This design comes from an exercise in tuning for small area on the open sky130 flow, not from production work. In this exercise RTL edits were held to simulation tests only and were not proved equivalent to the original. No activity file was given, so power comes from the tool's default toggle rates.

==> flow/design.v <==
module adder #(parameter WIDTH = 32) (
    input       [WIDTH-1:0] a, b,
    output      [WIDTH-1:0] sum
);
assign sum = a + b;
endmodule
module mux2 #(parameter WIDTH = 32) (
    input       [WIDTH-1:0] d0, d1,
    input       sel,
    output      [WIDTH-1:0] y
);
assign y = sel ? d1 : d0;
endmodule
module mux4 #(parameter WIDTH = 32) (
    input       [WIDTH-1:0] d0, d1, d2, d3,
    input       [1:0] sel,
    output      [WIDTH-1:0] y
);
assign y = sel[1] ? (sel[0] ? d3 : d2) : (sel[0] ? d1 : d0);
endmodule
module reset_ff #(parameter WIDTH = 32) (
    input       clk, rst,
    input       [WIDTH-1:0] d,
    output reg  [WIDTH-1:0] q
);
always @(posedge clk or posedge rst) begin
    if (rst) q <= 0;
    else     q <= d;
end
endmodule
module reg_file #(parameter DATA_WIDTH = 32) (
    input       clk,
    input       wr_en,
    input       [4:0] rd_addr1, rd_addr2, wr_addr,
    input       [DATA_WIDTH-1:0] wr_data,
    output      [DATA_WIDTH-1:0] rd_data1, rd_data2
);
reg [DATA_WIDTH-1:0] reg_file_arr [0:31];
always @(posedge clk) begin
    if (wr_en) reg_file_arr[wr_addr] <= wr_data;
end
assign rd_data1 = ( rd_addr1 != 0 ) ? reg_file_arr[rd_addr1] : 0;
assign rd_data2 = ( rd_addr2 != 0 ) ? reg_file_arr[rd_addr2] : 0;
endmodule
module imm_extend (
    input  [31:7]     instr,
    input  [ 1:0]     immsrc,
    output reg [31:0] immext
);
always @(*) begin
case (immsrc)
    2'b00: immext = {{20{instr[31]}}, instr[31:20]};
    2'b01: immext = {{20{instr[31]}}, instr[31:25], instr[11:7]};
    2'b10: immext = {{20{instr[31]}}, instr[7], instr[30:25], instr[11:8], 1'b0};
    2'b11: immext = {{12{instr[31]}}, instr[19:12], instr[20], instr[30:21], 1'b0};
    default:immext = 32'bx; 
endcase    
end
endmodule
module alu #(parameter WIDTH = 32) (
    input [WIDTH-1:0] a, b,
    input [2:0] ALUControl,
    output reg [WIDTH-1:0] Result,
    output Zero,
    input funct7b6, funct3_bit
);
always @(*) begin
    case(ALUControl)
        3'b000: Result = a + b;  
        3'b001: Result = a - b;  
        3'b010: Result = a & b;  
        3'b011: Result = a | b;  
        3'b100: Result = a << b[4:0];  
        3'b101: case (funct3_bit)
            1'b0:begin 
                if(a[31]!= b[31]) Result = a[31] ?1:0; 
                else Result = (a < b) ? 1:0;
            end 
            1'b1: Result = (a < b) ? 1 : 0;  
                endcase
        3'b110: begin
            if(funct7b6) Result = $signed(a) >>> b[4:0];  
            else Result = a >> b[4:0];  
        end
        3'b111: Result = a ^ b;  
        default: Result = 32'b0;
        endcase
end
assign Zero = (Result == 0)?1:0;
endmodule
module alu_decoder (
    input            opb5,
    input [2:0]      funct3,
    input            funct7b5,
    input [1:0]      ALUOp,
    output reg [2:0] ALUControl
);
always @(*) begin
    case (ALUOp)
        2'b00: ALUControl = 3'b000;              
        2'b01: ALUControl = 3'b001;              
        2'b10: begin case (funct3)  
                3'b000: begin
                    if   (funct7b5 & opb5) ALUControl = 3'b001;  
                    else                   ALUControl = 3'b000;  
                end
                3'b001:  ALUControl = 3'b100; 
                3'b010:  ALUControl = 3'b101;  
				3'b011:  ALUControl = 3'b101;  
                3'b100:  ALUControl = 3'b111; 
				3'b101:  ALUControl = 3'b110;  
                3'b110:  ALUControl = 3'b011;  
                3'b111:  ALUControl = 3'b010;  
                default: ALUControl = 3'bxxx;  
            endcase
        end
        default: ALUControl = 3'b000;
    endcase
end
endmodule
module main_decoder (
    input  [6:0] op,
	 input  [2:0] funct3,
	 input        Zero,Lt,Ltu,
    output [1:0] ResultSrc,
    output       MemWrite, Branch, ALUSrc,
    output       RegWrite, Jump,jalr,
    output [1:0] ImmSrc,
    output [1:0] ALUOp
);
reg [10:0] controls;
reg Takebranch;
always @(*) begin
    Takebranch = 0;
    casez (op)
        7'b0000011: controls = 11'b1_00_1_0_01_00_0_0;  
        7'b0100011: controls = 11'b0_01_1_1_00_00_0_0;  
        7'b0110011: controls = 11'b1_xx_0_0_00_10_0_0;  
        7'b1100011: begin  
		  controls = 11'b0_10_0_0_00_01_0_0; 
		  case(funct3)
		  3'b000: Takebranch =Zero; 
		  3'b001: Takebranch =!Zero; 
		  3'b101: Takebranch =!Lt; 
		  3'b111: Takebranch =!Ltu; 
		  3'b100: Takebranch =Lt; 
		  3'b110: Takebranch =Ltu; 
		  endcase
		  end
        7'b0010011: controls = 11'b1_00_1_0_00_10_0_0;  
		7'b0?10111: controls = 11'b1_xx_x_0_11_xx_0_0;   
		7'b1100111: controls = 11'b1_00_1_0_10_00_0_1;   
        7'b1101111: controls = 11'b1_11_0_0_10_00_1_0;  
        default:    controls = 11'bx_xx_x_x_xx_xx_x_x;  
    endcase
end
assign Branch = Takebranch;
assign {RegWrite, ImmSrc, ALUSrc, MemWrite, ResultSrc, ALUOp, Jump,jalr} = controls;
endmodule
module controller (
    input [6:0]  op,
    input [2:0]  funct3,
    input        funct7b5,
    input        Zero,Lt,Ltu,
    output       [1:0] ResultSrc,
    output       MemWrite,
    output       PCSrc, ALUSrc,
    output       RegWrite, Jump, jalr,
    output [1:0] ImmSrc,
    output [2:0] ALUControl
);
wire [1:0] ALUOp;
wire       Branch;
main_decoder    md (op, funct3,Zero,Lt,Ltu,ResultSrc, MemWrite, Branch,
                    ALUSrc, RegWrite, Jump,jalr, ImmSrc, ALUOp);
alu_decoder     ad (op[5], funct3, funct7b5, ALUOp, ALUControl);
assign PCSrc = Branch | Jump;
endmodule
	module datapath(
    input         clk, reset,
    input [1:0]   ResultSrc,
    input         PCSrc, ALUSrc,
    input         RegWrite,
    input [1:0]   ImmSrc,
    input [2:0]   ALUControl,
	 input         jalr,
    output        Zero,Lt,Ltu,
    output [31:0] PC,
    input  [31:0] Instr,
    output [31:0] Mem_WrAddr, Mem_WrData,
    input  [31:0] ReadData,
    output [31:0] Result
);
wire [31:0] PCPlus4, PCTarget, PCNext,WriteData,ImmExt,ALUResult;
wire [31:0] Auipc,lAuipc,PCjalr,SrcA,SrcB;
wire [4:0]  rs1,rs2,rd;
mux2  pcmux(PCPlus4, PCTarget, PCSrc, PCNext);
mux2 jalrmux(PCNext, {ALUResult[31:1],1'b0}, jalr, PCjalr);
reset_ff pcff(clk, reset,PCjalr,PC);
adder pcadd4(PC, 32'd4, PCPlus4);
reg_file  rf (clk, RegWrite, rs1, rs2, rd, Result, SrcA, WriteData);
imm_extend imm( Instr[31:7], ImmSrc,ImmExt);
adder pcaddbranch(PC, ImmExt, PCTarget);
mux2  srcbmux(WriteData, ImmExt, ALUSrc, SrcB);
alu alu( SrcA, SrcB, ALUControl, ALUResult, Zero, Instr[30], Instr[12]);
adder auipcadder({Instr[31:12],12'b0},PC,Auipc);
mux2 luipcmux(Auipc,{Instr[31:12],12'b0},Instr[5],lAuipc);
mux4 Resmux(ALUResult, ReadData, PCPlus4,lAuipc, ResultSrc, Result);
assign Mem_WrAddr = ALUResult;
assign Mem_WrData = WriteData;
assign Lt  = $signed(SrcA) < $signed(SrcB);
assign Ltu = SrcA < SrcB;
assign rs1 = Instr[19:15];
assign rs2 = Instr[24:20];
assign rd = Instr[11:7];
endmodule
module riscv_cpu (
    input         clk, reset,
    output [31:0] PC,
    input  [31:0] Instr,
    output        MemWrite,
    output [31:0] Mem_WrAddr, Mem_WrData,
    input  [31:0] ReadData,
    output [31:0] Result
);
wire        funct7b5,ALUSrc, RegWrite, Jump, jalr,Zero,Lt,Ltu,PCSrc;
wire [1:0]  ResultSrc, ImmSrc;
wire [2:0]  ALUControl,funct3;
controller  c   (Instr[6:0], funct3, funct7b5, Zero,Lt,Ltu,
                ResultSrc, MemWrite, PCSrc, ALUSrc, RegWrite, Jump,jalr,
                ImmSrc, ALUControl);
datapath    dp  (clk, reset, ResultSrc, PCSrc,
                ALUSrc, RegWrite, ImmSrc, ALUControl,jalr,
                Zero, Lt, Ltu,PC, Instr, Mem_WrAddr, Mem_WrData, ReadData, Result);
assign funct3 = Instr[14:12];
assign funct7b5 = Instr[30];
endmodule
==> flow/run.sh <==
#!/bin/bash
# synth_recipe.tcl (not shown) runs the flow's synth.tcl, then flattens the netlist and writes it again
# the make line also repeats each setting of config.mk as NAME=value (left out here)
make -C /OpenROAD-flow-scripts/flow DESIGN_CONFIG=/design/flow/config.mk WORK_HOME=/design/flow/orfs CLKGATE_MAP_FILE= SYNTH_SCRIPT=/design/flow/synth_recipe.tcl finish
==> flow/config.mk <==
export PLATFORM = sky130hd
export DESIGN_NAME = riscv_cpu
export DESIGN_NICKNAME = riscv_cpu
export VERILOG_FILES = /design/flow/design.v
export SDC_FILE = /design/flow/constraint.sdc
export NUM_CORES = 4
export LEC_CHECK = 0
export CAP_MARGIN = 20
export CORE_MARGIN = 2
export CORE_UTILIZATION = 40
export SETUP_SLACK_MARGIN = 0.5
export SLEW_MARGIN = 20
==> flow/constraint.sdc <==
create_clock -name core_clock -period 12.0 [get_ports {clk}]
set_input_delay 2.4000 -clock core_clock [delete_from_list [all_inputs] [get_ports {clk}]]
set_output_delay 2.4000 -clock core_clock [all_outputs]
set_load 0.01 [all_outputs]
==> flow_metrics.py <==
metrics = {
    "logic_synthesis": {
        "syn_area_per_cell_um2": 13.5,
        "synth_seq_area_share_pct": 49.5,
        "synth_ff_type": "edfxtp_1",
        "synth.top_cell.area_share_pct": 48.2,
        "synth_edf_count": 1024,
        "synthTopCellsByArea": "edfxtp_1 (48%), mux4_2 (17%), mux2i_1 (5.2%)",
        "synthesis.nets": 4939,
        "syn-instance-count": 4719,
        "syn_area_mm2": 0.0637,
        "ys_ff_latch": 1056,
        "synthArstFlopShare_pct": 3.03,
        "ys_types": 109,
        "synth_warnings": 6,
        "yosysTopAreaCell": "edfxtp_1",
    },
    "route": {
        "wl_per_cell_um": 37.0,
        "route.detailed.vias_per_inst": 6.74,
        "routed_wl_um": 266000,
        "drt_iter0_drc": 6938,
        "detail_route.first_pass.iterations": 6,
        "vias": 48540,
        "drc": 0,
        "antenna_left": 0,
    },
    "grt": {
        "grt_usage_pct": 32.1,
        "first_global_vias": 46788,
        "grt-ovfl-total": 0,
        "grt_max_degree": 91,
        "grt_first_pass_wirelength_um": 369000,
        "antenna_found_initial": 7,
    },
    "floorplan": {
        "die_x_um": 403,
        "dieArea_mm2": 0.163,
        "coreArea_mm2": 0.158,
        "die_h_um": 403,
        "core.rowCount": 146,
        "io_pins": 195,
        "initial_core_util_pct": 40.2,
    },
    "clocking": {
        "cts_hold_buf": 0,
        "htreeDepth": 3,
        "cts_sinks": 1056,
        "clk_pin_slew_ns": 0.07,
        "cts_buffers": 109,
        "cts_tree": "built",
        "clockBufferDepth": 3,
        "clk_root_buffer_cell": "clkbuf_16",
        "clkLatencyLatePin_ns": 0.77,
    },
    "cells_and_area": {
        "fin_area_mm2": 0.0739,
        "drive_above_1_share_pct": 24.7,
        "fillCellCount": 13882,
        "fin_util_pct": 46.7,
        "area_delta_synth_final_pct": 16.0,
        "fin_nets": 5255,
    },
    "critical_path": {
        "regToRegEndpoint": "dp.pcff.q[7]",
        "cp.arrival_ns": 9.18,
        "r2r_cells": 29,
        "reg2reg_from": "dp.rf.reg_file_arr[30][0]",
        "cp.required_ns": 9.60,
        "crit_fanout": 20,
        "cp-end-kind": "primary output",
        "reg2reg_slack_ns": 3.93,
        "critical_path_class": "in -> out",
        "start_kind": "input port",
    },
    "timing": {
        "clock.fmax_mhz": 86.3,
        "finalHoldViolCount": 0,
        "setup_viol_count_final": 0,
        "finalCritPeriodShare_pct": 96.5,
        "min_period_ns": 11.58,
        "max-slew-margin-rel_pct": 26.8,
        "skew_ns": 0.0519,
        "finalMaxSlewViolations": 0,
        "fin_setup_tns_ns": 0,
        "grt_setup_unrepaired": "yes",
        "worstMarginPinSlew_ns": 1.09,
    },
    "min_path": {
        "whs_path_depth": 1,
        "min_path_type": "reg -> reg",
        "hold_start": "dp.pcff.q[0]",
        "hold_end": "dp.pcff.q[0]",
    },
    "placement": {
        "portBuffers": 194,
        "place_hpwl_um": 180000,
        "placed_cell_area_mm2": 0.0698,
        "gp_congestion": 1.06,
    },
    "pwr": {
        "peakVddDrop_mv": 0.121,
        "p_leak_nw": 25.7,
        "p_per_area_mw_per_mm2": 151,
    },
    "run": {
        "drv_cap": 0,
    },
    "run_status": {
        "status": "complete, no violations",
    },
}
flip-flops by register name, summed over array words and instances (netlist names):
name	flops
dp.pcff.q	32
dp.rf.reg_file_arr	1024
worst max-delay path: stages:
cell	delay, ns
buf_12	0.20
buf_12	0.25
mux4_2	0.53
mux4_2	0.49
mux2i_1	0.32
buf_4	0.19
nor3_1	0.04
a21oi_1	0.23
ha_1	0.33
and3_1	0.24
a221oi_1	0.40
o21ai_0	0.26
o21ai_0	0.32
a211oi_2	0.15
a31oi_2	0.23
o21ai_1	0.18
a31o_2	0.31
a31o_2	0.29
a221o_1	0.33
a221o_1	0.37
mux2i_1	0.15
o211ai_1	0.10
o21a_2	0.26
clkdlybuf4s50_1	0.52
cells in the mapped netlist (all sizes together) (91+ instances only):
cell / n
a211oi: 91
clkbuf: 190
inv: 138
mux2i: 334
nor2: 276
nand2: 294
edfxtp: 1024
mux4: 488
a21oi: 245
o21ai: 160
ha: 150
buf: 170
cell type report:
class                      count  area, um2  area share, %
timing repair inverter         1       8.76         0.0118
clock buffer                 128       2800           3.79
inverter                     141        557          0.753
timing repair buffer         564       5080           6.86
multi-input combinational   3162      30500           41.2
clock inverter                77        848           1.15
antenna                        5       12.5         0.0169
tap                         2072       2590           3.51
sequential                  1056      31600           42.7
cell usage in the layout (no fill, tap or decap), drive strengths merged, types with 18 or more instances in the layout:
| master | Yosys | routed |
|---|---|---|
| xor2 | 34 | 34 |
| nand2b | 25 | 25 |
| o22ai | 76 | 76 |
| xnor2 | 54 | 54 |
| a31oi | 29 | 29 |
| clkinv | 3 | 56 |
| mux2i | 334 | 334 |
| buf | 170 | 377 |
| o221ai | 22 | 22 |
| and2 | 23 | 23 |
| o211ai | 35 | 35 |
| mux4 | 488 | 488 |
| clkbuf | 190 | 131 |
| nand2 | 294 | 294 |
| ha | 150 | 150 |
| a21oi | 245 | 245 |
| mux2 | 43 | 43 |
| o21ai | 160 | 160 |
| nor4 | 19 | 19 |
| dfrtp | 32 | 32 |
| a22o | 18 | 18 |
| nand3 | 72 | 72 |
| a221oi | 25 | 25 |
| inv | 138 | 147 |
| nor3 | 68 | 68 |
| a21o | 53 | 53 |
| a211o | 44 | 44 |
| o21a | 19 | 19 |
| edfxtp | 1024 | 1024 |
| nor2b | 44 | 44 |
| a211oi | 91 | 91 |
| a22oi | 62 | 62 |
| and3 | 44 | 44 |
| o21bai | 22 | 22 |
| clkdlybuf4s50 | 0 | 180 |
| or3 | 21 | 21 |
| nor2 | 276 | 276 |
| nand4 | 22 | 22 |
power breakdown:
part / leakage [nW] / switching [mW] / internal (mW)
combinational: 14.3 / 2.03 / 1.29
clock: 1.78 / 1.53 / 1.95
sequential: 9.60 / 0.160 / 4.20
metrics by stage:
step / std cells / setup WS (ns) / hold slack (ns) / power (mW)
finish: 7206 / 0.419 / 0.738 / 11.2
global route: 7201 / 0.293 / 0.734 / 11.5
floorplan: 4719 / 0.503 / 0.589 / 6.24
global placement: 6989 / -0.198 / 0.659 / 7.61
detailed placement: 6989 / -0.157 / 0.652 / 7.62
CTS: 7194 / 0.456 / 0.664 / 11.1
routing by layer:
| layer | routed length [um] | vias up | GRT usage [%] |
|---|---|---|---|
| li1 | - | 19688 | - |
| met1 | 101000 | 24947 | 42.9 |
| met2 | 119000 | 3235 | 49.5 |
| met3 | 29000 | 664 | 6.69 |
| met4 | 16900 | 6 | 17.1 |
| met5 | 36 | - | 0 |
worst max path at each step:
stage	depth (start not counted)	startpoint	to	slack [ns]
after floorplan	29	Instr[21]	Result[31]	0.50
after global placement	22	Instr[23]	Result[22]	-0.20
after detailed placement	22	Instr[23]	Result[22]	-0.16
after CTS	25	Instr[20]	Result[29]	0.46
after global routing	24	Instr[20]	Result[29]	0.29
final	24	Instr[20]	Result[29]	0.42
cells by family after synthesis:
family | synth area share [%]
buffers and inverters | 3.81
AO/OA/AOI/OAI | 11.8
adder cells (fa/ha/maj) | 3.07
AND/OR/NAND/NOR | 7.38
multiplexers | 23.3
XOR/XNOR | 1.21
flip-flops | 49.5
timing repair:
| action | CTS | global route |
|---|---|---|
| setup endpoints to repair | 18 | 24 |
| setup buffers | 0 | 3 |
| cloned | 0 | 4 |
| pin swaps | 1 | 6 |
| resized for setup | 29 | 40 |

## afterwards: timing with drivers on the ports
The flow's constraints put no driver on any port. The routed layout listed below was extracted and timed again, unchanged, in two steps. Step 1 sets driving cells, clkbuf_16 on the clock port and buf_2 on the other inputs (assumed; they add their load-dependent delay and slew). Step 2 moves the port delays by t, midway between the first and last clock arrival at a register: inputs arrive t later, outputs are due t later. That takes back most of the time a late clock gives input paths. Slacks: ideal / step 1 / step 2; pairs: ideal / step 1.
t, ns: 0.825
slack for setup (ns): 0.419 / 0.349 / 0.349
slew at the worst register clock pin (ns): 0.07 / 0.07
After both steps setup and hold are still met in this run. For this run, drivers alone change the setup slack by -0.070 ns; drivers and shift together by -0.070 ns.
